Context: an optimization exercise on an open-source flow, tuned for small area and a short achievable clock period. The choices shown serve that exercise and are no tape-out recipe.
Only simulation tests tie the RTL to the original design; equivalence was not proved.

--- flow/design.v ---
`timescale 1ns/1ps
module dit_fft_8 (
    input [15:0] in0_r, in1_r, in2_r, in3_r, in4_r, in5_r, in6_r, in7_r,
    input [15:0] in0_i, in1_i, in2_i, in3_i, in4_i, in5_i, in6_i, in7_i,
    input clk, RST_N, write, start,
    output [15:0] out0_r, out1_r, out2_r, out3_r, out4_r, out5_r, out6_r, out7_r,
    output [15:0] out0_i, out1_i, out2_i, out3_i, out4_i, out5_i, out6_i, out7_i,
    output ready
);
    reg  [15:0] x_r [0:7];
    reg  [15:0] x_i [0:7];
    reg         w1;
    reg  [15:0] a_r [0:7];      
    reg  [15:0] a_i [0:7];
    reg  [15:0] b_r [0:7];      
    reg  [15:0] b_i [0:7];
    reg  [15:0] c_r [0:7];      
    reg  [15:0] c_i [0:7];
    reg  [15:0] o_r [0:7];      
    reg  [15:0] o_i [0:7];
    reg  [3:0]  rdy;
    wire [15:0] s1_r [0:7];
    wire [15:0] s1_i [0:7];
    wire [15:0] s2_r [0:7];
    wire [15:0] s2_i [0:7];
    wire [15:0] tw_r [0:7];
    wire [15:0] tw_i [0:7];
    wire [15:0] s3_r [0:7];
    wire [15:0] s3_i [0:7];
    integer k;
    always @(posedge clk) begin
        x_r[0] <= in0_r; x_r[1] <= in1_r; x_r[2] <= in2_r; x_r[3] <= in3_r;
        x_r[4] <= in4_r; x_r[5] <= in5_r; x_r[6] <= in6_r; x_r[7] <= in7_r;
        x_i[0] <= in0_i; x_i[1] <= in1_i; x_i[2] <= in2_i; x_i[3] <= in3_i;
        x_i[4] <= in4_i; x_i[5] <= in5_i; x_i[6] <= in6_i; x_i[7] <= in7_i;
        w1 <= write & RST_N;
        for (k = 0; k < 8; k = k + 1) begin
            if (w1) begin
                a_r[k] <= s1_r[k];
                a_i[k] <= s1_i[k];
            end
            b_r[k] <= s2_r[k];
            b_i[k] <= s2_i[k];
            c_r[k] <= tw_r[k];
            c_i[k] <= tw_i[k];
            o_r[k] <= s3_r[k];
            o_i[k] <= s3_i[k];
        end
        if (RST_N == 1'b0)
            rdy <= 4'b0000;
        else
            rdy <= {rdy[2:0], start};
    end
    assign ready = rdy[3];
    bfly u10r (x_r[0], x_r[4], s1_r[0], s1_r[1]);
    bfly u10i (x_i[0], x_i[4], s1_i[0], s1_i[1]);
    bfly u11r (x_r[2], x_r[6], s1_r[2], s1_r[3]);
    bfly u11i (x_i[2], x_i[6], s1_i[2], s1_i[3]);
    bfly u12r (x_r[1], x_r[5], s1_r[4], s1_r[5]);
    bfly u12i (x_i[1], x_i[5], s1_i[4], s1_i[5]);
    bfly u13r (x_r[3], x_r[7], s1_r[6], s1_r[7]);
    bfly u13i (x_i[3], x_i[7], s1_i[6], s1_i[7]);
    bfly u20a (a_r[0], a_r[2], s2_r[0], s2_r[2]);
    bfly u20b (a_i[0], a_i[2], s2_i[0], s2_i[2]);
    bfly u20c (a_r[1], a_i[3], s2_r[1], s2_r[3]);
    bfly u20d (a_i[1], a_r[3], s2_i[3], s2_i[1]);
    bfly u21a (a_r[4], a_r[6], s2_r[4], s2_r[6]);
    bfly u21b (a_i[4], a_i[6], s2_i[4], s2_i[6]);
    bfly u21c (a_r[5], a_i[7], s2_r[5], s2_r[7]);
    bfly u21d (a_i[5], a_r[7], s2_i[7], s2_i[5]);
    wire [14:0] kfr, kfi, khr, khi;
    twk ukfr (b_r[5][14:0], kfr);
    twk ukfi (b_i[5][14:0], kfi);
    twk ukhr (b_r[7][14:0], khr);
    twk ukhi (b_i[7][14:0], khi);
    bfly ucf ({b_i[5][15], kfi}, {b_r[5][15], kfr}, tw_r[5], tw_i[5]);
    bfly uch ({~b_r[7][15], khr}, {b_i[7][15], khi}, tw_r[7], tw_i[7]);
    genvar g;
    generate
        for (g = 0; g < 8; g = g + 1) begin : pass
            if (g != 5 && g != 7) begin : p
                assign tw_r[g] = b_r[g];
                assign tw_i[g] = b_i[g];
            end
        end
    endgenerate
    bfly u30r (c_r[0], c_r[4], s3_r[0], s3_r[4]);
    bfly u30i (c_i[0], c_i[4], s3_i[0], s3_i[4]);
    bfly u31r (c_r[1], c_r[5], s3_r[1], s3_r[5]);
    bfly u31i (c_i[1], c_i[5], s3_i[1], s3_i[5]);
    bfly u32r (c_r[2], c_i[6], s3_r[2], s3_i[6]);
    bfly u32i (c_i[2], c_r[6], s3_r[6], s3_i[2]);
    bfly u33r (c_r[3], c_r[7], s3_r[3], s3_r[7]);
    bfly u33i (c_i[3], c_i[7], s3_i[3], s3_i[7]);
    assign out0_r = o_r[0]; assign out1_r = o_r[1]; assign out2_r = o_r[2]; assign out3_r = o_r[3];
    assign out4_r = o_r[4]; assign out5_r = o_r[5]; assign out6_r = o_r[6]; assign out7_r = o_r[7];
    assign out0_i = o_i[0]; assign out1_i = o_i[1]; assign out2_i = o_i[2]; assign out3_i = o_i[3];
    assign out4_i = o_i[4]; assign out5_i = o_i[5]; assign out6_i = o_i[6]; assign out7_i = o_i[7];
endmodule
module bfly (input [15:0] x, input [15:0] y, output [15:0] p, output [15:0] m);
    wire        sx = x[15];
    wire        sy = y[15];
    wire [14:0] mx = x[14:0];
    wire [14:0] my = y[14:0];
    wire [14:0] sum = mx + my;
    wire [14:0] pp = ~(mx ^ my);
    wire [14:0] gg = mx & ~my;
    wire [14:0] G, P;            
    prefix15 upf (gg, pp, G, P);
    wire [14:0] cin0 = {G[13:0], 1'b0};             
    wire [14:0] cin1 = {G[13:0] | P[13:0], 1'b1};   
    wire        gt  = G[14];
    wire        lt  = ~G[14] & ~P[14];
    wire [14:0] dif = gt ? (pp ^ cin1) : ~(pp ^ cin0);
    wire        ds  = (gt & sx) | (lt & ~sx);
    wire eq = ~(sx ^ sy);
    assign p = eq ? {sx, sum} : {ds, dif};
    assign m = eq ? {ds, dif} : {sx, sum};
endmodule
module prefix15 (input [14:0] g, input [14:0] p, output [14:0] G, output [14:0] P);
    wire [14:0] g1, p1, g2, p2, g3, p3, g4, p4;
    genvar i;
    generate
        for (i = 0; i < 15; i = i + 1) begin : l1
            if (i % 2 == 1) begin : c
                assign g1[i] = g[i] | (p[i] & g[i-1]);
                assign p1[i] = p[i] & p[i-1];
            end else begin : n
                assign g1[i] = g[i];
                assign p1[i] = p[i];
            end
        end
        for (i = 0; i < 15; i = i + 1) begin : l2
            if (i % 4 >= 2) begin : c
                assign g2[i] = g1[i] | (p1[i] & g1[(i/4)*4+1]);
                assign p2[i] = p1[i] & p1[(i/4)*4+1];
            end else begin : n
                assign g2[i] = g1[i];
                assign p2[i] = p1[i];
            end
        end
        for (i = 0; i < 15; i = i + 1) begin : l3
            if (i % 8 >= 4) begin : c
                assign g3[i] = g2[i] | (p2[i] & g2[(i/8)*8+3]);
                assign p3[i] = p2[i] & p2[(i/8)*8+3];
            end else begin : n
                assign g3[i] = g2[i];
                assign p3[i] = p2[i];
            end
        end
        for (i = 0; i < 15; i = i + 1) begin : l4
            if (i >= 8) begin : c
                assign g4[i] = g3[i] | (p3[i] & g3[7]);
                assign p4[i] = p3[i] & p3[7];
            end else begin : n
                assign g4[i] = g3[i];
                assign p4[i] = p3[i];
            end
        end
    endgenerate
    assign G = g4;
    assign P = p4;
endmodule
module twk (input [14:0] m, output [14:0] q);
    wire [14:0] a = m >> 1;
    wire [14:0] b = m >> 3;
    wire [14:0] c = m >> 4;
    wire [14:0] d = m >> 6;
    wire [14:0] e = m >> 8;
    wire [14:0] f = m >> 14;
    wire [14:0] s1 = a ^ b ^ c;
    wire [14:0] c1 = ((a & b) | (a & c) | (b & c)) << 1;
    wire [14:0] s2 = d ^ e ^ f;
    wire [14:0] c2 = ((d & e) | (d & f) | (e & f)) << 1;
    wire [14:0] s3 = s1 ^ c1 ^ s2;
    wire [14:0] c3 = ((s1 & c1) | (s1 & s2) | (c1 & s2)) << 1;
    wire [14:0] s4 = s3 ^ c3 ^ c2;
    wire [14:0] c4 = ((s3 & c3) | (s3 & c2) | (c3 & c2)) << 1;
    assign q = s4 + c4;
endmodule
--- flow/run.sh ---
#!/bin/bash
# synth_recipe.tcl (not shown) runs the flow's synth.tcl, then flattens the netlist and writes it again
# the make line also repeats each setting of config.mk as NAME=value (left out here)
make -C /OpenROAD-flow-scripts/flow DESIGN_CONFIG=/design/flow/config.mk WORK_HOME=/design/flow/orfs CLKGATE_MAP_FILE= SYNTH_SCRIPT=/design/flow/synth_recipe.tcl finish
--- flow/config.mk ---
export PLATFORM = sky130hd
export DESIGN_NAME = dit_fft_8
export DESIGN_NICKNAME = dit_fft_8
export VERILOG_FILES = /design/flow/design.v
export SDC_FILE = /design/flow/constraint.sdc
export NUM_CORES = 4
export LEC_CHECK = 0
export CAP_MARGIN = 20
export CORE_MARGIN = 2
export CORE_UTILIZATION = 40
export PLACE_DENSITY = 0.6
export SLEW_MARGIN = 20
--- flow/constraint.sdc ---
create_clock -name core_clock -period 10.0 [get_ports {clk}]
set_input_delay 2.0000 -clock core_clock [delete_from_list [all_inputs] [get_ports {clk}]]
set_output_delay 2.0000 -clock core_clock [all_outputs]
set_load 0.01 [all_outputs]
==> results of run 1 <==
==> per-layer routing <==
layer	global-route usage, %	share of wire [%]
met1	31.89	45
met2	38.48	45
met3	2.995	5.2
met4	10.02	4.6
met5	0	0.018
==> path summary, 6_finish.rpt <==
check              end  startpoint  slack (ps)
max          c_r[5][1]   b_i[5][6]        3270
min          c_i[3][3]   b_i[3][3]         290
max reg2reg  c_r[5][1]   b_i[5][6]        3270
min reg2reg  c_i[3][3]   b_i[3][3]         290
==> cell type report <==
type | count | area (sq um)
multi-input combinational | 6919 | 53690
fill | 20260 | 115400
timing repair buffer | 582 | 5664
inverter | 1027 | 3855
clock inverter | 79 | 957.2
tap | 2838 | 3551
sequential | 1251 | 27530
antenna | 11 | 27.53
clock buffer | 178 | 3902
==> layout by cell type (no fill, tap or decap), types with 64 or more instances in the layout <==
master and n:
nand3_1 178, nor2_1 870, xor2_1 178, nor3_1 164
clkbuf_16 144, dfxtp_1 1002, a21oi_1 687, and3_1 82
a31oi_1 332, a21o_1 161, nand2b_1 145, xnor2_1 493
nor2b_1 72, fa_1 242, o211ai_1 71, nand2_1 282
mux2i_1 359, edfxtp_1 248, ha_1 893, o21ai_0 217
buf_4 64, o21ai_1 207, or3_1 102, clkdlybuf4s50_1 516
o21bai_1 122, inv_1 1020
==> worst max-delay path, delay by kind of cell (launching register included) <==
family	cells	cell delay (ps)
AO/OA/AOI/OAI	9	1530
XOR/XNOR	1	140
flip-flops	1	470
multiplexers	2	740
adder cells (fa/ha/maj)	5	2330
buffers and inverters	3	170
AND/OR/NAND/NOR	3	1290
==> cells by family (layout without fill, tap and decap cells) <==
kind of cell    Yosys count  after routing  share of synthesized area [%]
mux                     382            382                          4.459
buf+inv                1510           1866                          6.657
other cells               0             11                              0
xor+xnor                722            722                          7.318
simple gates           2159           2159                          12.05
fa+ha+maj              1135           1135                          18.54
compound gates         2521           2521                          19.12
flops                  1251           1251                          31.86
==> state kept, by name (all words and copies together) (netlist names), 4 cells and up <==
name	flops
x_i	128
x_r	128
c_i	125
o_i	125
a_i	124
a_r	124
b_i	123
b_r	123
c_r	123
o_r	123
rdy	4
==> impl_metrics.ini, run 1 <==
[run_status]
status = no timing/DRC/antenna violations

[critical_path]
critical_path.startpoint_type = flip-flop
crit_type = flip-flop to flip-flop
endpoint_kind = flip-flop
crit_fanout = 12
slowest_stage = nand3_1
critical_path.cell_chain = fa_1 -> fa_1 -> inv_1 -> fa_1 -> inv_1 -> ha_1 -> a21o_1 -> a21oi_1 -> o21bai_1 -> a21o_1 -> a21oi_1 -> inv_1 -> a21oi_1 -> xnor2_1 -> ha_1 -> a21o_1 -> a21oi_1 -> and2_1 -> mux2_2 -> or3_1 -> nand3_1 -> mux2_2 -> a21oi_1
required_ps = 10730
worst_r2r_path_depth = 23
cpMostUsedCell = a21oi_1
critPathArrivalTime_ps = 7460
slowest_delay_ps = 590

[cts]
clk_latency_ps = 820
clk_pin_slew_ps = 60
cts_tree = yes
cts_max_path_buffers = 3
cts_resized = 0
htree_levels = 4
postCtsSetupRepairBufs = 0
hold_buffers = 0
cts-root-buf = clkbuf_16
cts_buffers = 140
clock-sinks = 1251

[worst_hold_path]
hp-class = flip-flop to flip-flop
holdPathStages = 0

[sta]
tns_ps = 0
final_hold_viol_count = 0
min_period_ps = 6733
whs_ps = 294.6
setup_violations = 0
finClkSkew_ps = 39.01
setup_ws_ps = 3267
relSlewSlack_pct = 25.09
clock.fmax_mhz = 148.5
drv_slew = 0
period_share_pct = 67.33
tightest_slew_ps = 1121
grt_setup_unrepaired = false

[global_route]
antenna_found_initial = 24
grt_overflow_total = 0
grt_max_degree = 85
globalRouteTotalUtil_pct = 23.78
first_global_vias = 68390
grt_pass1_wl_microns = 406900

[yosys]
ys_seq_area_share_pct = 31.86
ys_top_cells_by_area = dfxtp_1 23%, ha_1 13%, edfxtp_1 8.6%, fa_1 5.6%, xnor2_1 5.3%
ys.warnings.count = 21
synth-edff-count = 248
synth_nets = 11080
yosys.cell_types.count = 97
ys_ff_latch = 1251
netlist_top_cells_count = 1020 x inv_1, 1003 x dfxtp_1, 893 x ha_1, 870 x nor2_1, 688 x a21oi_1
syn_area_per_cell_sq_um = 8.926
netlist_instances = 9680
synthFlopType = dfxtp_1
yosys.area.top_type = dfxtp_1
yosys.cell_count.top_type = inv_1
async_reset_ff_share_pct = 0
synth_top_area_share_pct = 23.24
synth_area_sq_um = 86410

[placement]
dp_slack_ps = 3285
place_hpwl_microns = 217400
dpl_cell_area_sq_um = 94140
gp_congestion = 0.9263
place_inst = 12620
port-buffer-count = 516

[cells_and_area]
syn_to_final_growth_pct = 14.78
design_area_sq_um = 99180
drive_gt1_share_pct = 4.534
final_cells = 12890
post-route-util_pct = 46.21
nNetsFinal = 11320

[die]
num_rows = 170
dieWidth_microns = 468.8
core_sq_um = 214600
die_area_sq_um = 219800
pin_count = 517
initial_core_util_pct = 40.26
die_y_microns = 468.8

[drt]
wl_per_cell_microns = 20.83
drc_errors = 0
firstDrtPassIters = 8
drt_iter0_markers = 5482
wl_microns = 268400
ant_nets = 0
dr_total_vias = 70660
vias_per_cell = 5.484

[flow_run]
cap_viol_max_count = 0
==> run 2: changes to the inputs <==
--- a/flow/design.v
+++ b/flow/design.v
@@ -9,7 +9,5 @@
 );
-    reg  [15:0] x_r [0:7];
-    reg  [15:0] x_i [0:7];
-    reg         w1;
     reg  [15:0] a_r [0:7];      
     reg  [15:0] a_i [0:7];
+    reg  [2:0]  w;              
     reg  [15:0] b_r [0:7];      
@@ -18,2 +16,4 @@
     reg  [15:0] c_i [0:7];
+    reg  [15:0] d_r [0:7];      
+    reg  [15:0] d_i [0:7];
     reg  [15:0] o_r [0:7];      
@@ -21,2 +21,4 @@
     reg  [3:0]  rdy;
+    wire [15:0] x_r [0:7];
+    wire [15:0] x_i [0:7];
     wire [15:0] s1_r [0:7];
@@ -25,2 +27,4 @@
     wire [15:0] s2_i [0:7];
+    wire [15:0] k_r [0:7];
+    wire [15:0] k_i [0:7];
     wire [15:0] tw_r [0:7];
@@ -29,18 +33,20 @@
     wire [15:0] s3_i [0:7];
+    assign x_r[0] = in0_r; assign x_r[1] = in1_r; assign x_r[2] = in2_r; assign x_r[3] = in3_r;
+    assign x_r[4] = in4_r; assign x_r[5] = in5_r; assign x_r[6] = in6_r; assign x_r[7] = in7_r;
+    assign x_i[0] = in0_i; assign x_i[1] = in1_i; assign x_i[2] = in2_i; assign x_i[3] = in3_i;
+    assign x_i[4] = in4_i; assign x_i[5] = in5_i; assign x_i[6] = in6_i; assign x_i[7] = in7_i;
     integer k;
     always @(posedge clk) begin
-        x_r[0] <= in0_r; x_r[1] <= in1_r; x_r[2] <= in2_r; x_r[3] <= in3_r;
-        x_r[4] <= in4_r; x_r[5] <= in5_r; x_r[6] <= in6_r; x_r[7] <= in7_r;
-        x_i[0] <= in0_i; x_i[1] <= in1_i; x_i[2] <= in2_i; x_i[3] <= in3_i;
-        x_i[4] <= in4_i; x_i[5] <= in5_i; x_i[6] <= in6_i; x_i[7] <= in7_i;
-        w1 <= write & RST_N;
+        w <= {w[1:0], write & RST_N};
         for (k = 0; k < 8; k = k + 1) begin
-            if (w1) begin
-                a_r[k] <= s1_r[k];
-                a_i[k] <= s1_i[k];
-            end
+            a_r[k] <= s1_r[k];
+            a_i[k] <= s1_i[k];
             b_r[k] <= s2_r[k];
             b_i[k] <= s2_i[k];
-            c_r[k] <= tw_r[k];
-            c_i[k] <= tw_i[k];
+            c_r[k] <= k_r[k];
+            c_i[k] <= k_i[k];
+            if (w[2]) begin
+                d_r[k] <= tw_r[k];
+                d_i[k] <= tw_i[k];
+            end
             o_r[k] <= s3_r[k];
@@ -70,9 +76,12 @@
     bfly u21d (a_i[5], a_r[7], s2_i[7], s2_i[5]);
-    wire [14:0] kfr, kfi, khr, khi;
-    twk ukfr (b_r[5][14:0], kfr);
-    twk ukfi (b_i[5][14:0], kfi);
-    twk ukhr (b_r[7][14:0], khr);
-    twk ukhi (b_i[7][14:0], khi);
-    bfly ucf ({b_i[5][15], kfi}, {b_r[5][15], kfr}, tw_r[5], tw_i[5]);
-    bfly uch ({~b_r[7][15], khr}, {b_i[7][15], khi}, tw_r[7], tw_i[7]);
+    twk ukfr (b_r[5][14:0], k_r[5][14:0]);
+    twk ukfi (b_i[5][14:0], k_i[5][14:0]);
+    twk ukhr (b_r[7][14:0], k_r[7][14:0]);
+    twk ukhi (b_i[7][14:0], k_i[7][14:0]);
+    assign k_r[5][15] = b_r[5][15];
+    assign k_i[5][15] = b_i[5][15];
+    assign k_r[7][15] = b_r[7][15];
+    assign k_i[7][15] = b_i[7][15];
+    bfly ucf (c_i[5], c_r[5], tw_r[5], tw_i[5]);
+    bfly uch ({~c_r[7][15], c_r[7][14:0]}, c_i[7], tw_r[7], tw_i[7]);
     genvar g;
@@ -81,4 +90,6 @@
             if (g != 5 && g != 7) begin : p
-                assign tw_r[g] = b_r[g];
-                assign tw_i[g] = b_i[g];
+                assign k_r[g] = b_r[g];
+                assign k_i[g] = b_i[g];
+                assign tw_r[g] = c_r[g];
+                assign tw_i[g] = c_i[g];
             end
@@ -86,10 +97,10 @@
     endgenerate
-    bfly u30r (c_r[0], c_r[4], s3_r[0], s3_r[4]);
-    bfly u30i (c_i[0], c_i[4], s3_i[0], s3_i[4]);
-    bfly u31r (c_r[1], c_r[5], s3_r[1], s3_r[5]);
-    bfly u31i (c_i[1], c_i[5], s3_i[1], s3_i[5]);
-    bfly u32r (c_r[2], c_i[6], s3_r[2], s3_i[6]);
-    bfly u32i (c_i[2], c_r[6], s3_r[6], s3_i[2]);
-    bfly u33r (c_r[3], c_r[7], s3_r[3], s3_r[7]);
-    bfly u33i (c_i[3], c_i[7], s3_i[3], s3_i[7]);
+    bfly u30r (d_r[0], d_r[4], s3_r[0], s3_r[4]);
+    bfly u30i (d_i[0], d_i[4], s3_i[0], s3_i[4]);
+    bfly u31r (d_r[1], d_r[5], s3_r[1], s3_r[5]);
+    bfly u31i (d_i[1], d_i[5], s3_i[1], s3_i[5]);
+    bfly u32r (d_r[2], d_i[6], s3_r[2], s3_i[6]);
+    bfly u32i (d_i[2], d_r[6], s3_r[6], s3_i[2]);
+    bfly u33r (d_r[3], d_r[7], s3_r[3], s3_r[7]);
+    bfly u33i (d_i[3], d_i[7], s3_i[3], s3_i[7]);
     assign out0_r = o_r[0]; assign out1_r = o_r[1]; assign out2_r = o_r[2]; assign out3_r = o_r[3];
--- a/flow/config.mk
+++ b/flow/config.mk
@@ -9,4 +9,5 @@
 export CORE_MARGIN = 2
-export CORE_UTILIZATION = 40
-export PLACE_DENSITY = 0.6
+export CORE_UTILIZATION = 55
+export PLACE_DENSITY = 0.65
+export SETUP_SLACK_MARGIN = 5
 export SLEW_MARGIN = 20
==> run 2 against run 1 <==
Non-clock buffer count fell by 5. Sequential share of layout area up 0.41 points. Critical path depth is 9 lower. Die area down 27%. Global-route usage grew 6.3 points. Hold slack worse by 11 ps.
==> impl_metrics.ini, run 2 <==
[drt]
ant_nets = 0
dr_total_vias = 68880
wl_per_cell_microns = 20.67
firstDrtPassIters = 7
wl_microns = 246600
drt_iter0_markers = 5554
drc_errors = 0
vias_per_cell = 5.773

[cts]
cts_tree = yes
clk_pin_slew_ps = 60
cts-root-buf = clkbuf_16
clock-sinks = 1247
cts_buffers = 136
clk_latency_ps = 800
postCtsSetupRepairBufs = 0
htree_levels = 4
cts_max_path_buffers = 3

[cells_and_area]
fillers = 13300
final_common_cell = dfxtp_1
final_cells = 11930
post-route-util_pct = 62.61
design_area_sq_um = 97460
final_cell_mix = 998 x dfxtp_1, 961 x inv_1, 896 x ha_1, 720 x a21oi_1, 702 x nor2_1
drive_gt1_share_pct = 5.015
syn_to_final_growth_pct = 13.38
nNetsFinal = 11120
multi_input_area_sq_um = 53350
seqCellArea_sq_um = 27450

[global_route]
globalRouteTotalUtil_pct = 30.06
antenna_found_initial = 32
grt_pass1_wl_microns = 375000
grtUsageMet1_pct = 40.65
grt_max_degree = 136
first_global_vias = 65330
grt_overflow_total = 0
top_usage_layer = met2
met2_usage_pct = 48.25
met3_usage_pct = 4.610

[die]
initial_core_util_pct = 55.22
die_y_microns = 399.3
dieWidth_microns = 399.3
die_area_sq_um = 159500
core_sq_um = 155700
num_rows = 145
pin_count = 517

[sta]
setup_violations = 0
min_period_ps = 4758
grt_setup_unrepaired = false
setup_ws_ps = 5242
tns_ps = 0
period_share_pct = 47.58
drv_slew = 0
final_hold_viol_count = 0
tightest_slew_ps = 1205
relSlewSlack_pct = 19.10
clock.fmax_mhz = 210.2
finClkSkew_ps = 45.97

[critical_path]
endpoint_kind = flip-flop
crit_fanout = 19
required_ps = 10700
critical_path.startpoint_type = input pin
crit_type = input pin to flip-flop
critPathArrivalTime_ps = 5460

[yosys]
muxShareOfSynthArea_pct = 6.629
yosys.cell_count.top_type = dfxtp_1
synth-edff-count = 248
synthAdderAreaFrac_pct = 18.68
synth_top_area_share_pct = 23.27
synth-compound-area-share_pct = 17.41
netlist_top_cells_count = 999 x dfxtp_1, 961 x inv_1, 896 x ha_1, 722 x a21oi_1, 702 x nor2_1
synthFlopType = dfxtp_1
yosys.cell_types.count = 115
netlist_instances = 9443
synth_nets = 10840
synth_xor_area_share_pct = 6.918
ys_top_cells_by_area = dfxtp_1 23%, ha_1 13%, edfxtp_1 8.7%, mux2i_1 6.3%, fa_1 5.6%
ys_ff_latch = 1247
async_reset_ff_share_pct = 0
synth_top_family_by_area = adder cells
syn_area_per_cell_sq_um = 9.103
ys.warnings.count = 21
synth_area_sq_um = 85960
synth_simple_gate_area_share_pct = 11.85
yosys.area.top_type = dfxtp_1
ys_seq_area_share_pct = 31.93

[run_status]
status = no timing/DRC/antenna violations

[placement]
dpl_cell_area_sq_um = 92590
gp_congestion = 0.9481
place_inst = 11640
dp_slack_ps = 4300
place_hpwl_microns = 199200
port-buffer-count = 516

[worst_hold_path]
hp-class = flip-flop to flip-flop

[flow_run]
cap_viol_max_count = 0
[run 2: area by class of cell]
cell class	instances	area share, %
Timing Repair Buffer	577	5.786
Multi-Input combinational cell	6789	54.74
Clock inverter	79	1.012
Tap cell	2058	2.642
Inverter	966	3.720
Sequential cell	1247	28.16
Clock buffer	173	3.822
Antenna cell	43	0.1104
[run 2: routing by layer]
layer	up-vias	part of all wire, %
met5	-	0.034
met4	12	4.0
met3	372	5.7
met2	2065	45
met1	33070	45
li1	33370	-
[run 2: per-stage QoR]
stage               hold slack, ps
detailed placement           312.1
global placement             310.4
floorplan                    309.5
CTS                          283.2
finish                       283.5
global route                 289.7
[run 2: critical path, stage by stage]
cell and delay, ps:
clkdlybuf4s50_1 520, inv_1 60, ha_1 170, inv_1 70
fa_1 210, nand2b_1 150, a211oi_1 80, o21ai_1 460
clkinv_1 440, a21boi_4 590, or2_2 210, o22ai_1 80
o21ai_0 250, xnor2_1 170
[run 2: worst paths after layout]
path | from | to | slack [ps] | cells past startpoint
max | in5_i[0] | a_i[5][10] | 5240 | 14
min | b_i[6][6] | c_i[6][6] | 280 | 0
max reg2reg | a_i[1][0] | b_i[1][12] | 5750 | 11
min reg2reg | b_i[6][6] | c_i[6][6] | 280 | 0
[run 2: logic make-up after synthesis]
family                   count (synthesis)
AO/OA/AOI/OAI                         2277
AND/OR/NAND/NOR                       2129
buffers and inverters                 1407
flip-flops                            1247
adder cells (fa/ha/maj)               1138
XOR/XNOR                               679
multiplexers                           566
[run 2: timing repair]
action                     CTS  global route
resized for setup            0             1
setup endpoints to repair    0            14
hold buffers                 0             0
==> run 3: changes to the inputs <==
==> flow/flow/run.sh (new file) <==
#!/bin/bash
# Standard layout, with the resizer's setup repair aimed below the clock period
# so that it works on the paths that set the achieved period.
set -euo pipefail
bash standard.sh SETUP_SLACK_MARGIN=6.4 finish > standard.log 2>&1
==> flow/standard.sh (new file) <==
#!/bin/bash
# synth_recipe.tcl (not shown) runs the flow's synth.tcl, then flattens the netlist and writes it again
# the make line also repeats each setting of config.mk as NAME=value (left out here)
make -C /OpenROAD-flow-scripts/flow DESIGN_CONFIG=/design/flow/config.mk WORK_HOME=/design/flow/orfs CLKGATE_MAP_FILE= SYNTH_SCRIPT=/design/flow/synth_recipe.tcl "${@:-finish}"
--- a/flow/config.mk
+++ b/flow/config.mk
@@ -11,3 +11,2 @@
 export PLACE_DENSITY = 0.65
-export SETUP_SLACK_MARGIN = 5
 export SLEW_MARGIN = 20
removed: flow/run.sh
==> run 3 against run 2 <==
Cell count is 2.8% higher. Die area is the same. Utilization increased by 4.7 points. Still clean on timing, DRC and antenna. Highest routed layer unchanged. Largest cell class unchanged. Worst setup slack better by 890 ps. First-iteration DRC count shrank 0.20%. Global-route usage is 1.8 points higher. Hold slack better by 20 ps.
==> impl_metrics.ini, run 3 <==
[yosys]
syn_area_per_cell_sq_um = 9.103
yosys.cell_count.top_type = dfxtp_1
netlist_instances = 9443
synth_top_area_share_pct = 23.27
synth-edff-count = 248
ys_ff_latch = 1247
ys.warnings.count = 21
async_reset_ff_share_pct = 0
netlist_top_cells_count = 999 x dfxtp_1, 961 x inv_1, 896 x ha_1, 722 x a21oi_1, 702 x nor2_1
synthFlopType = dfxtp_1
synth_nets = 10840
ys_seq_area_share_pct = 31.93
yosys.area.top_type = dfxtp_1
yosys.cell_types.count = 115
synth_area_sq_um = 85960
ys_top_cells_by_area = dfxtp_1 23%, ha_1 13%, edfxtp_1 8.7%, mux2i_1 6.3%, fa_1 5.6%

[cts]
cts-root-buf = clkbuf_16
clock-sinks = 1247
htree_levels = 4
hold_buffers = 0
cts_tree = yes
clk_pin_slew_ps = 60
cts_buffers = 141
clk_latency_ps = 810
cts_max_path_buffers = 3

[global_route]
globalRouteTotalUtil_pct = 31.87
grt_pass1_wl_microns = 395900
first_global_vias = 68290
antenna_found_initial = 25
grt_max_degree = 77
grt_overflow_total = 0

[drt]
vias_per_cell = 5.814
firstDrtPassIters = 8
dr_total_vias = 71340
drt_iter0_markers = 5543
wl_per_cell_microns = 21.57
ant_nets = 0
drc_errors = 0
wl_microns = 264600

[cells_and_area]
nNetsFinal = 11480
final_common_cell = dfxtp_1
final_cells = 12270
drive_gt1_share_pct = 16.69
fillers = 12500
design_area_sq_um = 104800
final_cell_mix = 954 x dfxtp_1, 850 x inv_1, 753 x ha_1, 677 x nor2_1, 626 x a21oi_1
syn_to_final_growth_pct = 21.88
post-route-util_pct = 67.30

[critical_path]
crit_type = flip-flop to flip-flop
crit_fanout = 2
endpoint_kind = flip-flop
critPathArrivalTime_ps = 4570
required_ps = 10700
critical_path.startpoint_type = flip-flop
crit_start = b_r[5][3]
r2r-start = b_r[5][3]

[run_status]
status = no timing/DRC/antenna violations

[sta]
whs_ps = 303.0
setup_violations = 0
tightest_slew_ps = 1176
setup_ws_ps = 6136
finClkSkew_ps = 45.33
final_hold_viol_count = 0
period_share_pct = 38.64
tns_ps = 0
min_period_ps = 3864
relSlewSlack_pct = 21.56
drv_slew = 0
grt_setup_unrepaired = true
clock.fmax_mhz = 258.8

[die]
initial_core_util_pct = 55.22
core_sq_um = 155700
num_rows = 145
pin_count = 517
dieWidth_microns = 399.3
die_y_microns = 399.3
die_area_sq_um = 159500

[worst_hold_path]
min_from = b_r[4][2]
hp-class = flip-flop to flip-flop

[placement]
dpl_cell_area_sq_um = 93980
gp_congestion = 0.9842
dp_slack_ps = 4228
port-buffer-count = 516
place_hpwl_microns = 206200
place_inst = 11640

[flow_run]
cap_viol_max_count = 0
[run 3: cell types whose count changed in the layout (fill, tap and decap cells not counted), moves of 44 or more]
cell / change
ha_1: -143
dlygate4sd2_1: +327
buf_4: +314
o21ai_0: -64
inv_1: -111
a21oi_2: +71
ha_4: +122
dfxtp_1: -44
inv_2: +86
a21oi_1: -94
clkdlybuf4s50_1: -455
[run 3: timing repair]
action,in CTS,in global routing
resized for setup,1064,465
setup endpoints to repair,627,406
pin swaps,233,252
gates cloned,8,1
setup buffers,236,106
[run 3: cells by family (layout without fill, tap and decap cells)]
| logic type | after synthesis | in the layout | share of synthesized area (%) |
|---|---|---|---|
| flops | 1247 | 1247 | 31.93 |
| other cells | 0 | 17 | 0 |
| fa+ha+maj | 1138 | 1138 | 18.68 |
| simple gates | 2129 | 2130 | 11.85 |
| compound gates | 2277 | 2284 | 17.41 |
| xor+xnor | 679 | 679 | 6.918 |
| buf+inv | 1407 | 2151 | 6.587 |
| mux | 566 | 566 | 6.629 |
[run 3: critical path: stages, from the launching register on]
cell and delay, ps:
dfxtp_2 330, fa_1 560, inv_2 40, fa_1 480, fa_1 530, inv_2 60, ha_4 160, fa_2 340
a21o_1 180, a21oi_2 190, nor2b_2 70, o211ai_1 180, nand2_1 140, a41oi_2 200, nor2b_2 190, xnor2_1 130
[run 3: path summary, 6_finish.rpt]
kind / slack, ps / cells after the start / end
min reg2reg: 300 / 0 / c_r[4][2]
min: 300 / 0 / c_r[4][2]
max reg2reg: 6140 / 15 / c_r[5][12]
max: 6140 / 15 / c_r[5][12]
[run 3: area by class of cell]
cell class	instances	area [sq um]	area share, %
Clock inverter	81	944.7	0.9017
Clock buffer	180	3983	3.801
Multi-Input combinational cell	6797	57830	55.20
Sequential cell	1247	27530	26.28
Tap cell	2058	2575	2.458
Inverter	966	3879	3.702
Antenna cell	17	42.54	0.04061
Timing Repair Buffer	924	7985	7.622
[run 3: metal layers]
layer / part of all wire, % / vias up / routed length [microns] / GRT usage [%]
met5: 0.036 / - / 94 / 0
met4: 4.3 / 16 / 11430 / 12.59
met3: 6.7 / 472 / 17790 / 5.559
met2: 46 / 2479 / 122200 / 52.16
met1: 43 / 34290 / 113100 / 41.79
li1: - / 34080 / - / -
==> run 4: changes to the inputs <==
--- a/flow/design.v
+++ b/flow/design.v
@@ -16,2 +16,6 @@
     reg  [15:0] c_i [0:7];
+    reg  [7:0]  kl [0:3];
+    reg         kc [0:3];
+    reg  [6:0]  kh0 [0:3];
+    reg  [6:0]  kh1 [0:3];
     reg  [15:0] d_r [0:7];      
@@ -27,4 +31,7 @@
     wire [15:0] s2_i [0:7];
-    wire [15:0] k_r [0:7];
-    wire [15:0] k_i [0:7];
+    wire [7:0]  n_kl [0:3];
+    wire        n_kc [0:3];
+    wire [6:0]  n_kh0 [0:3];
+    wire [6:0]  n_kh1 [0:3];
+    wire [14:0] kv [0:3];
     wire [15:0] tw_r [0:7];
@@ -45,4 +52,4 @@
             b_i[k] <= s2_i[k];
-            c_r[k] <= k_r[k];
-            c_i[k] <= k_i[k];
+            c_r[k] <= b_r[k];
+            c_i[k] <= b_i[k];
             if (w[2]) begin
@@ -53,2 +60,8 @@
             o_i[k] <= s3_i[k];
+        end
+        for (k = 0; k < 4; k = k + 1) begin
+            kl[k]  <= n_kl[k];
+            kc[k]  <= n_kc[k];
+            kh0[k] <= n_kh0[k];
+            kh1[k] <= n_kh1[k];
         end
@@ -76,13 +89,14 @@
     bfly u21d (a_i[5], a_r[7], s2_i[7], s2_i[5]);
-    twk ukfr (b_r[5][14:0], k_r[5][14:0]);
-    twk ukfi (b_i[5][14:0], k_i[5][14:0]);
-    twk ukhr (b_r[7][14:0], k_r[7][14:0]);
-    twk ukhi (b_i[7][14:0], k_i[7][14:0]);
-    assign k_r[5][15] = b_r[5][15];
-    assign k_i[5][15] = b_i[5][15];
-    assign k_r[7][15] = b_r[7][15];
-    assign k_i[7][15] = b_i[7][15];
-    bfly ucf (c_i[5], c_r[5], tw_r[5], tw_i[5]);
-    bfly uch ({~c_r[7][15], c_r[7][14:0]}, c_i[7], tw_r[7], tw_i[7]);
+    twk ukfr (b_r[5][14:0], n_kl[0], n_kc[0], n_kh0[0], n_kh1[0]);
+    twk ukfi (b_i[5][14:0], n_kl[1], n_kc[1], n_kh0[1], n_kh1[1]);
+    twk ukhr (b_r[7][14:0], n_kl[2], n_kc[2], n_kh0[2], n_kh1[2]);
+    twk ukhi (b_i[7][14:0], n_kl[3], n_kc[3], n_kh0[3], n_kh1[3]);
     genvar g;
+    generate
+        for (g = 0; g < 4; g = g + 1) begin : ksel
+            assign kv[g] = {kc[g] ? kh1[g] : kh0[g], kl[g]};
+        end
+    endgenerate
+    bfly ucf ({c_i[5][15], kv[1]}, {c_r[5][15], kv[0]}, tw_r[5], tw_i[5]);
+    bfly uch ({~c_r[7][15], kv[2]}, {c_i[7][15], kv[3]}, tw_r[7], tw_i[7]);
     generate
@@ -90,4 +104,2 @@
             if (g != 5 && g != 7) begin : p
-                assign k_r[g] = b_r[g];
-                assign k_i[g] = b_i[g];
                 assign tw_r[g] = c_r[g];
@@ -174,3 +186,3 @@
 endmodule
-module twk (input [14:0] m, output [14:0] q);
+module twk (input [14:0] m, output [7:0] lo, output co, output [6:0] hi0, output [6:0] hi1);
     wire [14:0] a = m >> 1;
@@ -189,3 +201,44 @@
     wire [14:0] c4 = ((s3 & c3) | (s3 & c2) | (c3 & c2)) << 1;
-    assign q = s4 + c4;
-endmodule
+    wire [8:0]  l  = s4[7:0] + c4[7:0];
+    assign lo = l[7:0];
+    assign co = l[8];
+    wire [6:0] hp = s4[14:8] ^ c4[14:8];
+    wire [6:0] hg = s4[14:8] & c4[14:8];
+    wire [6:0] G, P;
+    prefix7 upf (hg, hp, G, P);
+    assign hi0 = hp ^ {G[5:0], 1'b0};
+    assign hi1 = hp ^ {G[5:0] | P[5:0], 1'b1};
+endmodule
+module prefix7 (input [6:0] g, input [6:0] p, output [6:0] G, output [6:0] P);
+    wire [6:0] g1, p1, g2, p2;
+    genvar i;
+    generate
+        for (i = 0; i < 7; i = i + 1) begin : l1
+            if (i % 2 == 1) begin : c
+                assign g1[i] = g[i] | (p[i] & g[i-1]);
+                assign p1[i] = p[i] & p[i-1];
+            end else begin : n
+                assign g1[i] = g[i];
+                assign p1[i] = p[i];
+            end
+        end
+        for (i = 0; i < 7; i = i + 1) begin : l2
+            if (i % 4 >= 2) begin : c
+                assign g2[i] = g1[i] | (p1[i] & g1[(i/4)*4+1]);
+                assign p2[i] = p1[i] & p1[(i/4)*4+1];
+            end else begin : n
+                assign g2[i] = g1[i];
+                assign p2[i] = p1[i];
+            end
+        end
+        for (i = 0; i < 7; i = i + 1) begin : l3
+            if (i >= 4) begin : c
+                assign G[i] = g2[i] | (p2[i] & g2[3]);
+                assign P[i] = p2[i] & p2[3];
+            end else begin : n
+                assign G[i] = g2[i];
+                assign P[i] = p2[i];
+            end
+        end
+    endgenerate
+endmodule
--- a/flow/flow/run.sh
+++ b/flow/flow/run.sh
@@ -4,2 +4,2 @@
 set -euo pipefail
-bash standard.sh SETUP_SLACK_MARGIN=6.4 finish > standard.log 2>&1
+bash standard.sh SETUP_SLACK_MARGIN=6.8 finish > standard.log 2>&1
==> run 4 against run 3 <==
Fmax rose by 2.7%. Routed wire length rose by 2.9%. Utilization rose by 4.0 points.
==> impl_metrics.ini, run 4 <==
[placement]
dpl_cell_area_sq_um = 95770
place_inst = 11810
dp_slack_ps = 4507
gp_congestion = 0.9655
port-buffer-count = 516
place_hpwl_microns = 200600

[sta]
clock.fmax_mhz = 265.9
setup_violations = 0
finClkSkew_ps = 36.96
whs_ps = 300.3
tightest_slew_ps = 1122
setup_ws_ps = 6239
relSlewSlack_pct = 24.86
final_hold_viol_count = 0
grt_setup_unrepaired = true
tns_ps = 0
period_share_pct = 37.61
min_period_ps = 3761
drv_slew = 0

[yosys]
yosys.cell_types.count = 108
ys_top_cells_by_area = dfxtp_1 24%, ha_1 13%, edfxtp_1 8.5%, mux2i_1 6.4%, fa_1 5.8%
async_reset_ff_share_pct = 0
ys_ff_latch = 1279
netlist_instances = 9590
yosys.area.top_type = dfxtp_1
synth-edff-count = 248
synth_top_area_share_pct = 23.60
ys_seq_area_share_pct = 32.11
synthFlopType = dfxtp_1
synth_nets = 11000
netlist_top_cells_count = 1047 x inv_1, 1031 x dfxtp_1, 900 x ha_1, 723 x a21oi_1, 679 x nor2_1
yosys.cell_count.top_type = inv_1
ys.warnings.count = 29
syn_area_per_cell_sq_um = 9.120
synth_area_sq_um = 87460

[flow_run]
cap_viol_max_count = 0

[cells_and_area]
final_cell_mix = 894 x inv_1, 821 x dfxtp_1, 709 x ha_1, 624 x nor2_1, 577 x a21oi_1
top_regs = d_r x125, o_i x125
final_cells = 12720
drive_gt1_share_pct = 27.28
design_area_sq_um = 112700
syn_to_final_growth_pct = 28.88
seqCellArea_sq_um = 28480
post-route-util_pct = 71.25
multi_input_area_sq_um = 61800
fillers = 11830
final_common_cell = inv_1
nNetsFinal = 11920

[cts]
cts_buffers = 139
cts_tree = yes
clock-sinks = 1279
clk_pin_slew_ps = 60
clk_latency_ps = 790
cts-root-buf = clkbuf_16
cts_max_path_buffers = 3
htree_levels = 4

[drt]
vias_per_cell = 5.857
ant_nets = 0
drt_iter0_markers = 6018
wl_microns = 272400
wl_per_cell_microns = 21.41
dr_total_vias = 74530
drc_errors = 0
firstDrtPassIters = 7

[run_status]
status = no timing/DRC/antenna violations

[global_route]
antenna_found_initial = 31
grt_overflow_total = 0
grt_max_degree = 74
first_global_vias = 71390
grt_pass1_wl_microns = 406000
globalRouteTotalUtil_pct = 31.67

[critical_path]
worst_r2r_path_depth = 14
critical_path.startpoint_type = input pin
slowest_delay_ps = 360
r2r-start = a_r[1][0]
critical_path.cell_chain = buf_12 -> inv_12 -> ha_4 -> inv_2 -> fa_2 -> nor2b_2 -> o31a_1 -> o21a_4 -> a21oi_4 -> o31ai_4 -> buf_6 -> buf_16 -> mux2i_4 -> mux2i_1 -> xnor2_1
endpoint_kind = flip-flop
slowest_stage = fa_2
crit_fanout = 5
critPathArrivalTime_ps = 4430
rrSetupSlack_ps = 6720
crit_type = input pin to flip-flop
crit_buf_inv = 5
r2r-end = b_r[1][4]
critPathTopFamily = compound AO/OA/AOI/OAI gates
required_ps = 10670

[worst_hold_path]
min_from = b_i[2][1]
holdPathStages = 0
hp-class = flip-flop to flip-flop
min_to = c_i[2][1]

[die]
die_y_microns = 402.8
core_sq_um = 158200
num_rows = 146
dieWidth_microns = 402.8
pin_count = 517
initial_core_util_pct = 55.28
die_area_sq_um = 162200
[run 4: final cells by class]
type | instances | area share, %
diodes | 27 | 0.05994
clock buffers | 184 | 3.465
clock inverters | 76 | 0.9546
inverters | 1052 | 3.711
multi-input cells | 6840 | 54.82
flip-flops and latches | 1279 | 25.27
well taps | 2072 | 2.300
repair buffers | 1194 | 9.422
[run 4: worst max-delay path by stage]
stage	from	slack, ps	cells past startpoint	endpoint
final	in7_r[0]	6240	15	a_r[7][3]
after global routing	in7_r[0]	6150	15	a_r[7][3]
after CTS	in7_r[0]	6290	12	a_r[7][14]
after detailed placement	in6_i[0]	4510	12	a_i[3][14]
after global placement	in6_i[0]	4530	12	a_i[2][14]
after floorplan	in7_r[0]	5800	13	a_r[6][12]
[run 4: per-layer routing]
layer  track usage, %  routed length (microns)
met3            4.267                    16380
met2            51.06                   125300
met4            15.10                    14200
met1            42.07                   116500
met5                0                       80
[run 4: worst reg2reg max path, delay by kind of cell (launching register included)]
kind	cells	cell delay, ps
buffers and inverters	5	620
flip-flops	1	400
AND/OR/NAND/NOR	2	280
AO/OA/AOI/OAI	5	1220
adder cells (fa/ha/maj)	2	580
[run 4: what timing repair did]
item,CTS,global route
pin swaps,466,407
setup buffers,445,166
cloned,15,5
resized for setup,2802,771
setup endpoints to repair,994,845
hold buffers,0,0
[run 4: cell families after synthesis]
logic type | count (synthesis) | synth area share, %
simple gates | 2073 | 11.32
xor+xnor | 682 | 6.830
compound gates | 2311 | 17.39
mux | 604 | 6.976
fa+ha+maj | 1155 | 18.70
buf+inv | 1486 | 6.668
flops | 1279 | 32.11
==> run 5: changes to the inputs <==
--- a/flow/design.v
+++ b/flow/design.v
@@ -9,4 +9,7 @@
 );
-    reg  [15:0] a_r [0:7];      
-    reg  [15:0] a_i [0:7];
+    reg  [14:0] as [0:7];
+    reg  [14:0] ad [0:7];
+    reg         asx [0:7];
+    reg         ads [0:7];
+    reg         aeq [0:7];
     reg  [2:0]  w;              
@@ -27,4 +30,9 @@
     wire [15:0] x_i [0:7];
-    wire [15:0] s1_r [0:7];
-    wire [15:0] s1_i [0:7];
+    wire [14:0] n_as [0:7];
+    wire [14:0] n_ad [0:7];
+    wire        n_asx [0:7];
+    wire        n_ads [0:7];
+    wire        n_aeq [0:7];
+    wire [15:0] a_r [0:7];
+    wire [15:0] a_i [0:7];
     wire [15:0] s2_r [0:7];
@@ -48,4 +56,7 @@
         for (k = 0; k < 8; k = k + 1) begin
-            a_r[k] <= s1_r[k];
-            a_i[k] <= s1_i[k];
+            as[k]  <= n_as[k];
+            ad[k]  <= n_ad[k];
+            asx[k] <= n_asx[k];
+            ads[k] <= n_ads[k];
+            aeq[k] <= n_aeq[k];
             b_r[k] <= s2_r[k];
@@ -73,10 +84,18 @@
     assign ready = rdy[3];
-    bfly u10r (x_r[0], x_r[4], s1_r[0], s1_r[1]);
-    bfly u10i (x_i[0], x_i[4], s1_i[0], s1_i[1]);
-    bfly u11r (x_r[2], x_r[6], s1_r[2], s1_r[3]);
-    bfly u11i (x_i[2], x_i[6], s1_i[2], s1_i[3]);
-    bfly u12r (x_r[1], x_r[5], s1_r[4], s1_r[5]);
-    bfly u12i (x_i[1], x_i[5], s1_i[4], s1_i[5]);
-    bfly u13r (x_r[3], x_r[7], s1_r[6], s1_r[7]);
-    bfly u13i (x_i[3], x_i[7], s1_i[6], s1_i[7]);
+    bfly_ops u10r (x_r[0], x_r[4], n_as[0], n_ad[0], n_asx[0], n_ads[0], n_aeq[0]);
+    bfly_ops u10i (x_i[0], x_i[4], n_as[1], n_ad[1], n_asx[1], n_ads[1], n_aeq[1]);
+    bfly_ops u11r (x_r[2], x_r[6], n_as[2], n_ad[2], n_asx[2], n_ads[2], n_aeq[2]);
+    bfly_ops u11i (x_i[2], x_i[6], n_as[3], n_ad[3], n_asx[3], n_ads[3], n_aeq[3]);
+    bfly_ops u12r (x_r[1], x_r[5], n_as[4], n_ad[4], n_asx[4], n_ads[4], n_aeq[4]);
+    bfly_ops u12i (x_i[1], x_i[5], n_as[5], n_ad[5], n_asx[5], n_ads[5], n_aeq[5]);
+    bfly_ops u13r (x_r[3], x_r[7], n_as[6], n_ad[6], n_asx[6], n_ads[6], n_aeq[6]);
+    bfly_ops u13i (x_i[3], x_i[7], n_as[7], n_ad[7], n_asx[7], n_ads[7], n_aeq[7]);
+    bfly_swap v10r (as[0], ad[0], asx[0], ads[0], aeq[0], a_r[0], a_r[1]);
+    bfly_swap v10i (as[1], ad[1], asx[1], ads[1], aeq[1], a_i[0], a_i[1]);
+    bfly_swap v11r (as[2], ad[2], asx[2], ads[2], aeq[2], a_r[2], a_r[3]);
+    bfly_swap v11i (as[3], ad[3], asx[3], ads[3], aeq[3], a_i[2], a_i[3]);
+    bfly_swap v12r (as[4], ad[4], asx[4], ads[4], aeq[4], a_r[4], a_r[5]);
+    bfly_swap v12i (as[5], ad[5], asx[5], ads[5], aeq[5], a_i[4], a_i[5]);
+    bfly_swap v13r (as[6], ad[6], asx[6], ads[6], aeq[6], a_r[6], a_r[7]);
+    bfly_swap v13i (as[7], ad[7], asx[7], ads[7], aeq[7], a_i[6], a_i[7]);
     bfly u20a (a_r[0], a_r[2], s2_r[0], s2_r[2]);
@@ -123,3 +142,9 @@
 module bfly (input [15:0] x, input [15:0] y, output [15:0] p, output [15:0] m);
-    wire        sx = x[15];
+    wire [14:0] sum, dif;
+    wire        sx, ds, eq;
+    bfly_ops  uo (x, y, sum, dif, sx, ds, eq);
+    bfly_swap us (sum, dif, sx, ds, eq, p, m);
+endmodule
+module bfly_ops (input [15:0] x, input [15:0] y, output [14:0] sum, output [14:0] dif,
+                 output sx, output ds, output eq);
     wire        sy = y[15];
@@ -127,3 +152,8 @@
     wire [14:0] my = y[14:0];
-    wire [14:0] sum = mx + my;
+    assign sx = x[15];
+    wire [14:0] hp = mx ^ my;
+    wire [14:0] hg = mx & my;
+    wire [14:0] HG, HP;
+    prefix15 ups (hg, hp, HG, HP);
+    assign sum = hp ^ {HG[13:0], 1'b0};
     wire [14:0] pp = ~(mx ^ my);
@@ -136,5 +166,8 @@
     wire        lt  = ~G[14] & ~P[14];
-    wire [14:0] dif = gt ? (pp ^ cin1) : ~(pp ^ cin0);
-    wire        ds  = (gt & sx) | (lt & ~sx);
-    wire eq = ~(sx ^ sy);
+    assign dif = gt ? (pp ^ cin1) : ~(pp ^ cin0);
+    assign ds  = (gt & sx) | (lt & ~sx);
+    assign eq  = ~(sx ^ sy);
+endmodule
+module bfly_swap (input [14:0] sum, input [14:0] dif, input sx, input ds, input eq,
+                  output [15:0] p, output [15:0] m);
     assign p = eq ? {sx, sum} : {ds, dif};
==> flow/flow/run.sh (replaced) <==
#!/bin/bash
# Standard layout, with the resizer's setup repair aimed below the clock period
# so that it works on the paths that set the achieved period, and plain
# buffers on the ports.
set -euo pipefail
bash standard.sh SETUP_SLACK_MARGIN=6.6 "BUFFER_PORTS_ARGS=-buffer_cell sky130_fd_sc_hd__buf_2" finish > standard.log 2>&1
==> run 5 against run 4 <==
Still clean. Synthesized cell count is 12% lower. Utilization is 3.2 points lower. Sequential share of layout area is 3.0 points higher. Non-clock buffer count is 270 lower. Routed wire length is 15% lower. Largest cell class unchanged.
==> impl_metrics.ini, run 5 <==
[yosys]
syn_area_per_cell_sq_um = 9.716
synth_nets = 9862
ys_seq_area_share_pct = 34.63
ys.warnings.count = 35
synth-edff-count = 248
yosys.area.top_type = dfxtp_1
yosys.cell_count.top_type = dfxtp_1
yosys.cell_types.count = 95
ys_top_cells_by_area = dfxtp_1 25%, ha_1 13%, edfxtp_1 9.1%, fa_1 8.1%, xnor2_1 5.5%
synthFlopType = dfxtp_1
synth_area_sq_um = 81580
ys_ff_latch = 1287
netlist_top_cells_count = 1039 x dfxtp_1, 987 x inv_1, 874 x ha_1, 628 x a21oi_1, 561 x nor2_1
async_reset_ff_share_pct = 0
netlist_instances = 8396
synth_top_area_share_pct = 25.50

[cells_and_area]
final_cells = 11200
nNetsFinal = 10610
syn_to_final_growth_pct = 23.03
drive_gt1_share_pct = 25.16
fillers = 11440
final_common_cell = dfxtp_1
post-route-util_pct = 68.05
top_regs = d_r x125, o_i x125
final_cell_mix = 985 x dfxtp_1, 926 x inv_1, 737 x ha_1, 537 x nor2_1, 521 x a21oi_1

[critical_path]
critical_path.startpoint_type = input pin
critical_path.cell_chain = buf_12 -> inv_12 -> ha_4 -> inv_2 -> fa_2 -> and3b_1 -> o21a_1 -> o41a_1 -> o41ai_4 -> buf_4 -> o21a_4 -> a211oi_2 -> a21oi_2 -> xnor2_1
crit_fanout = 7
crit_type = input pin to flip-flop
endpoint_kind = flip-flop
required_ps = 10700
crit_buf_inv = 4
r2r-end = b_i[4][7]
crit_path_end = ad[2][5]
critPathTopFamily = compound AO/OA/AOI/OAI gates
path_depth = 14
slowest_stage = o41a_1
worst_r2r_path_depth = 14
rrSetupSlack_ps = 6460
r2r-start = aeq[5]
crit_start = in6_r[0]
critPathArrivalTime_ps = 4430
slowest_delay_ps = 410

[cts]
clock-sinks = 1287
cts-root-buf = clkbuf_16
htree_levels = 4
clk_latency_ps = 800
cts_tree = yes
cts_max_path_buffers = 3
cts_buffers = 141
clk_pin_slew_ps = 60

[global_route]
first_global_vias = 59390
antenna_found_initial = 25
globalRouteTotalUtil_pct = 29.21
grt_overflow_total = 0
grt_pass1_wl_microns = 342900
grt_max_degree = 128

[drt]
vias_per_cell = 5.520
wl_microns = 232600
wl_per_cell_microns = 20.77
dr_total_vias = 61830
drc_errors = 0
firstDrtPassIters = 6
ant_nets = 0
drt_iter0_markers = 3844

[sta]
grt_setup_unrepaired = true
tightest_slew_ps = 1157
setup_violations = 0
tns_ps = 0
period_share_pct = 37.37
clock.fmax_mhz = 267.6
drv_slew = 0
relSlewSlack_pct = 21.37
finClkSkew_ps = 38.66
min_period_ps = 3737
final_hold_viol_count = 0

[die]
dieWidth_microns = 389.1
die_area_sq_um = 151400
initial_core_util_pct = 55.31
die_y_microns = 389.1
num_rows = 141
core_sq_um = 147500
pin_count = 517

[run_status]
status = no timing/DRC/antenna violations

[placement]
port-buffer-count = 516
place_hpwl_microns = 176100
gp_congestion = 0.9358
place_inst = 10540

[worst_hold_path]
holdPathStages = 0
hp-class = flip-flop to flip-flop

[flow_run]
cap_viol_max_count = 0
==> run 5: cell types whose count changed after synthesis, moves of 65 or more <==
cell | before | now
a21oi_1 | 723 | 628
mux2_2 | 37 | 151
mux2i_1 | 563 | 442
nor2_1 | 679 | 561
buf_2 | 113 | 48
nand3_1 | 143 | 45
fa_1 | 254 | 332
nor3_1 | 237 | 129
==> run 5: cells by family (layout without fill, tap and decap cells) <==
family | after synthesis | after routing | synth area share, %
compound gates | 1774 | 1795 | 13.87
mux | 594 | 594 | 7.521
simple gates | 1500 | 1501 | 8.489
flops | 1287 | 1287 | 34.63
fa+ha+maj | 1206 | 1206 | 21.55
other cells | 0 | 14 | 0
buf+inv | 1331 | 2170 | 6.382
xor+xnor | 704 | 704 | 7.558
==> run 5: metal layers <==
layer	share of wire [%]	global-route usage, %	vias to the layer above
li1	-	-	29920
met1	44	38.70	29860
met2	48	49.03	1647
met3	4.8	3.867	386
met4	3.8	10.26	12
met5	0.032	0	-
==> run 5: layout make-up <==
type	count	area, sq um	area share, %
sequential	1287	28360	28.26
clock buffer	190	4065	4.050
clock inverter	67	765.7	0.7630
antenna	14	35.03	0.03491
inverter	989	3849	3.835
multi-input combinational	5800	54100	53.91
timing repair buffer	924	6770	6.746
tap	1930	2415	2.406
==> run 5: how the worst min path moves through the flow <==
stage                      end       start  slack, ps
finish               c_i[1][4]   b_i[1][4]        310
global route         c_i[1][2]   b_i[1][2]        320
CTS                  c_i[1][4]   b_i[1][4]        310
detailed placement  c_i[0][13]  b_i[0][13]        310
global placement    c_r[1][13]  b_r[1][13]        310
floorplan                 w[2]        w[1]        310
==> run 5: worst reg2reg max path, cell delays in order, from the launching register on <==
cell and delay [ps]:
dfxtp_4 370, buf_12 110, buf_16 120, mux2i_4 310, inv_2 80, fa_2 360
a21o_1 230, a221oi_4 360, a21oi_4 110, a31o_4 250, a31oi_4 240, buf_12 190
mux2_4 330, mux2i_1 170, xor2_1 220
==> run 5: repair_timing <==
action                     in CTS  in global routing
resized for setup             634                563
setup endpoints to repair     596                489
pin swaps                     191                241
hold buffers                    0                  0
buffers inserted              187                168
cloned                         28                  8
==> run 5: stage by stage <==
stage	setup slack, ps	hold slack (ps)	instance area, sq um
3_3_place_gp	4586	309.5	86650
5_1_grt	6221	317.6	100300
3_5_place_dp	4574	312.1	86660
2_1_floorplan	5717	308.9	82950
6_report	6263	306.2	100400
4_1_cts	6276	307.6	96340
==> run 6: changes to the inputs <==
==> flow/flow/run.sh (replaced) <==
#!/bin/bash
# Standard layout, with the resizer's setup repair aimed below the clock period
# so that it works on the paths that set the achieved period, and plain
# buffers on the ports.
set -euo pipefail
bash standard.sh SETUP_SLACK_MARGIN=6.1 "BUFFER_PORTS_ARGS=-buffer_cell sky130_fd_sc_hd__buf_2" finish > standard.log 2>&1
==> run 6 against run 5 <==
Still clean. Global-route usage shrank 1.6 points. Clock skew shrank 14 ps. Via count shrank 4.2%. First-iteration DRC count shrank 6.9%. Design area shrank 8.0%. Critical path depth shrank 1. Worst setup slack lost 190 ps. Synthesized cell count is the same. Critical endpoint is now o_r[2][11].
==> impl_metrics.ini, run 6 <==
[run_status]
status = no timing/DRC/antenna violations

[yosys]
netlist_top_cells_count = 1039 x dfxtp_1, 987 x inv_1, 874 x ha_1, 628 x a21oi_1, 561 x nor2_1
ys_ff_latch = 1287
synth-edff-count = 248
synth_nets = 9862
yosys.cell_count.top_type = dfxtp_1
ys.warnings.count = 35
synth_xor_area_share_pct = 7.558
muxShareOfSynthArea_pct = 7.521
synthAdderAreaFrac_pct = 21.55
synth_simple_gate_area_share_pct = 8.489
yosys.cell_types.count = 95
ys_seq_area_share_pct = 34.63
netlist_instances = 8396
ys_top_cells_by_area = dfxtp_1 25%, ha_1 13%, edfxtp_1 9.1%, fa_1 8.1%, xnor2_1 5.5%
async_reset_ff_share_pct = 0
synth_top_area_share_pct = 25.50
synth-compound-area-share_pct = 13.87
synth_top_family_by_area = adder cells
syn_area_per_cell_sq_um = 9.716
synthFlopType = dfxtp_1
synth_area_sq_um = 81580
yosys.area.top_type = dfxtp_1

[drt]
ant_nets = 0
vias_per_cell = 5.451
wl_microns = 214600
drt_iter0_markers = 3578
firstDrtPassIters = 5
dr_total_vias = 59200
wl_per_cell_microns = 19.76
drc_errors = 0

[sta]
period_share_pct = 39.23
grt_setup_unrepaired = true
tns_ps = 0
clock.fmax_mhz = 254.9
drv_slew = 0
relSlewSlack_pct = 30.47
final_hold_viol_count = 0
finClkSkew_ps = 24.59
min_period_ps = 3923
setup_violations = 0
tightest_slew_ps = 1014

[flow_run]
cap_viol_max_count = 0

[die]
core_sq_um = 147500
num_rows = 141
die_area_sq_um = 151400
initial_core_util_pct = 55.31
dieWidth_microns = 389.1
die_y_microns = 389.1
pin_count = 517

[critical_path]
critical_path.startpoint_type = flip-flop
required_ps = 10590
crit_type = flip-flop to flip-flop
worst_r2r_path_depth = 13
crit_fanout = 10
r2r-end = o_r[2][11]
endpoint_kind = flip-flop
r2r-start = d_i[4][0]
critPathArrivalTime_ps = 4510
rrSetupSlack_ps = 6080

[global_route]
grt_pass1_wl_microns = 325000
antenna_found_initial = 25
grt_max_degree = 80
grt_overflow_total = 0
globalRouteTotalUtil_pct = 27.62
first_global_vias = 57020

[cells_and_area]
syn_to_final_growth_pct = 13.17
post-route-util_pct = 62.60
final_common_cell = dfxtp_1
drive_gt1_share_pct = 15.14
final_cell_mix = 1035 x dfxtp_1, 959 x inv_1, 847 x ha_1, 593 x a21oi_1, 561 x nor2_1
top_regs = d_r x125, o_i x125
nNetsFinal = 10270

[cts]
clk_latency_ps = 790
cts_max_path_buffers = 3
cts_tree = yes
htree_levels = 4
clock-sinks = 1287
hold_buffers = 0
cts_buffers = 136
clk_pin_slew_ps = 60
cts-root-buf = clkbuf_16

[worst_hold_path]
holdPathStages = 0
min_from = b_r[4][10]
min_to = c_r[4][10]
hp-class = flip-flop to flip-flop

[placement]
place_hpwl_microns = 174900
gp_congestion = 0.9690
port-buffer-count = 516
[run 6: cell count changes in the layout (fill, tap and decap cells not counted), sizes merged, moves of 2 or more]
| cell | before | now |
|---|---|---|
| clkinvlp | 8 | 6 |
| diode | 14 | 17 |
| bufinv | 8 | 5 |
| o21a | 61 | 51 |
| clkbuf | 196 | 178 |
| bufbuf | 3 | 0 |
| buf | 915 | 601 |
| inv | 1008 | 1011 |
| o221ai | 6 | 8 |
| clkinv | 32 | 37 |
[run 6: metal layers]
layer	track usage [%]	vias up	part of all wire (%)
li1	-	29230	-
met4	9.316	8	3.4
met3	3.352	321	4.4
met2	46.34	1374	47
met5	0	-	0.024
met1	36.93	28270	45
[run 6: final cells by class]
type / count / area [sq um]
fill: 12310 / 55160
multi-input combinational: 5789 / 49880
sequential: 1287 / 28260
clock buffer: 176 / 3862
inverter: 989 / 3827
timing repair buffer: 603 / 3346
tap: 1930 / 2415
clock inverter: 70 / 689.4
antenna: 17 / 42.54
[run 6: cell families (layout without fill, tap and decap cells)]
family,count (synthesis),in the layout
multiplexers,594,594
AND/OR/NAND/NOR,1500,1500
adder cells (fa/ha/maj),1206,1206
other,0,17
buffers and inverters,1331,1838
XOR/XNOR,704,704
AO/OA/AOI/OAI,1774,1785
flip-flops,1287,1287
[run 6: worst max-delay path, stage by stage (launching register included)]
cell and delay [ps]:
edfxtp_1 500, inv_1 150, ha_1 210, inv_1 60, fa_1 210, nor2b_1 60
o21ai_1 170, nand2_1 200, a21oi_1 510, inv_2 200, a21oi_4 400, mux2i_1 280
xnor2_1 110, mux2i_1 650
[run 6: worst max path at each step]
stage                    from    endpoint  slack (ps)  cells past startpoint
floorplan            in4_r[0]      ads[0]        5700                     12
global placement     in6_r[0]   ad[2][10]        4780                     13
detailed placement   in6_r[0]   ad[2][10]        4710                     13
CTS                     kc[1]  d_r[5][13]        6100                     10
global route        d_i[4][0]  o_r[2][11]        6020                     13
finish              d_i[4][0]  o_r[2][11]        6080                     13
[run 6: through the flow]
stage | area (sq um) | cells | worst slack, ps | hold WS [ps]
detailed placement | 86430 | 10550 | 4707 | 312.1
CTS | 91520 | 10810 | 6103 | 320.1
finish | 92320 | 10860 | 6077 | 318.3
global route | 92320 | 10860 | 6025 | 324.1
global placement | 86420 | 10550 | 4782 | 310.1
floorplan | 82610 | 8396 | 5702 | 309.5
[run 6: timing repair]
item | CTS | global route
gates cloned | 2 | 9
pin swaps | 6 | 21
gates resized for setup | 86 | 72
setup endpoints to repair | 328 | 289
setup buffers | 11 | 30
endpoints found under the hold margin | 0 | 0

[what the ideal ports hide]
The flow's constraints put no driver on any port. The routed layouts listed below were extracted and timed again, unchanged, in two steps.
Step 1 assumes that a clkbuf_16 drives the clock port and a buf_2 every other input.
Step 2 also shifts input and output timing later by t, the mid clock arrival at the registers, as if the neighbouring blocks saw the same clock.
a / b / c = ideal ports / drivers / drivers and shift; a / b = the first two.
| run | shift t [ns] | setup slack, ns | hold slack, ns | worst setup path at the end | worst slew at a driven data input, ns |
|---|---|---|---|---|---|
| run 1 | 0.891 | 3.267 / 3.267 / 3.267 | 0.295 / 0.295 / 0.295 | register to register | 0.11 |
| run 2 | 0.867 | 5.242 / 5.301 / 4.434 | 0.283 / 0.283 / 0.283 | input to register | 0.25 |
| run 3 | 0.867 | 6.136 / 6.136 / 5.490 | 0.303 / 0.303 / 0.303 | input to register | 0.13 |
| run 4 | 0.863 | 6.239 / 6.275 / 5.412 | 0.300 / 0.300 / 0.300 | input to register | 0.16 |
| run 5 | 0.859 | 6.263 / 6.278 / 5.419 | 0.306 / 0.306 / 0.306 | input to register | 0.11 |
| run 6 | 0.851 | 6.077 / 6.077 / 5.387 | 0.318 / 0.318 / 0.318 | input to register | 0.10 |
After both steps setup and hold are still met in every run listed. The setup slack of run 5, which loses most, moves by +0.015 ns with the drivers and by -0.844 ns with both steps.
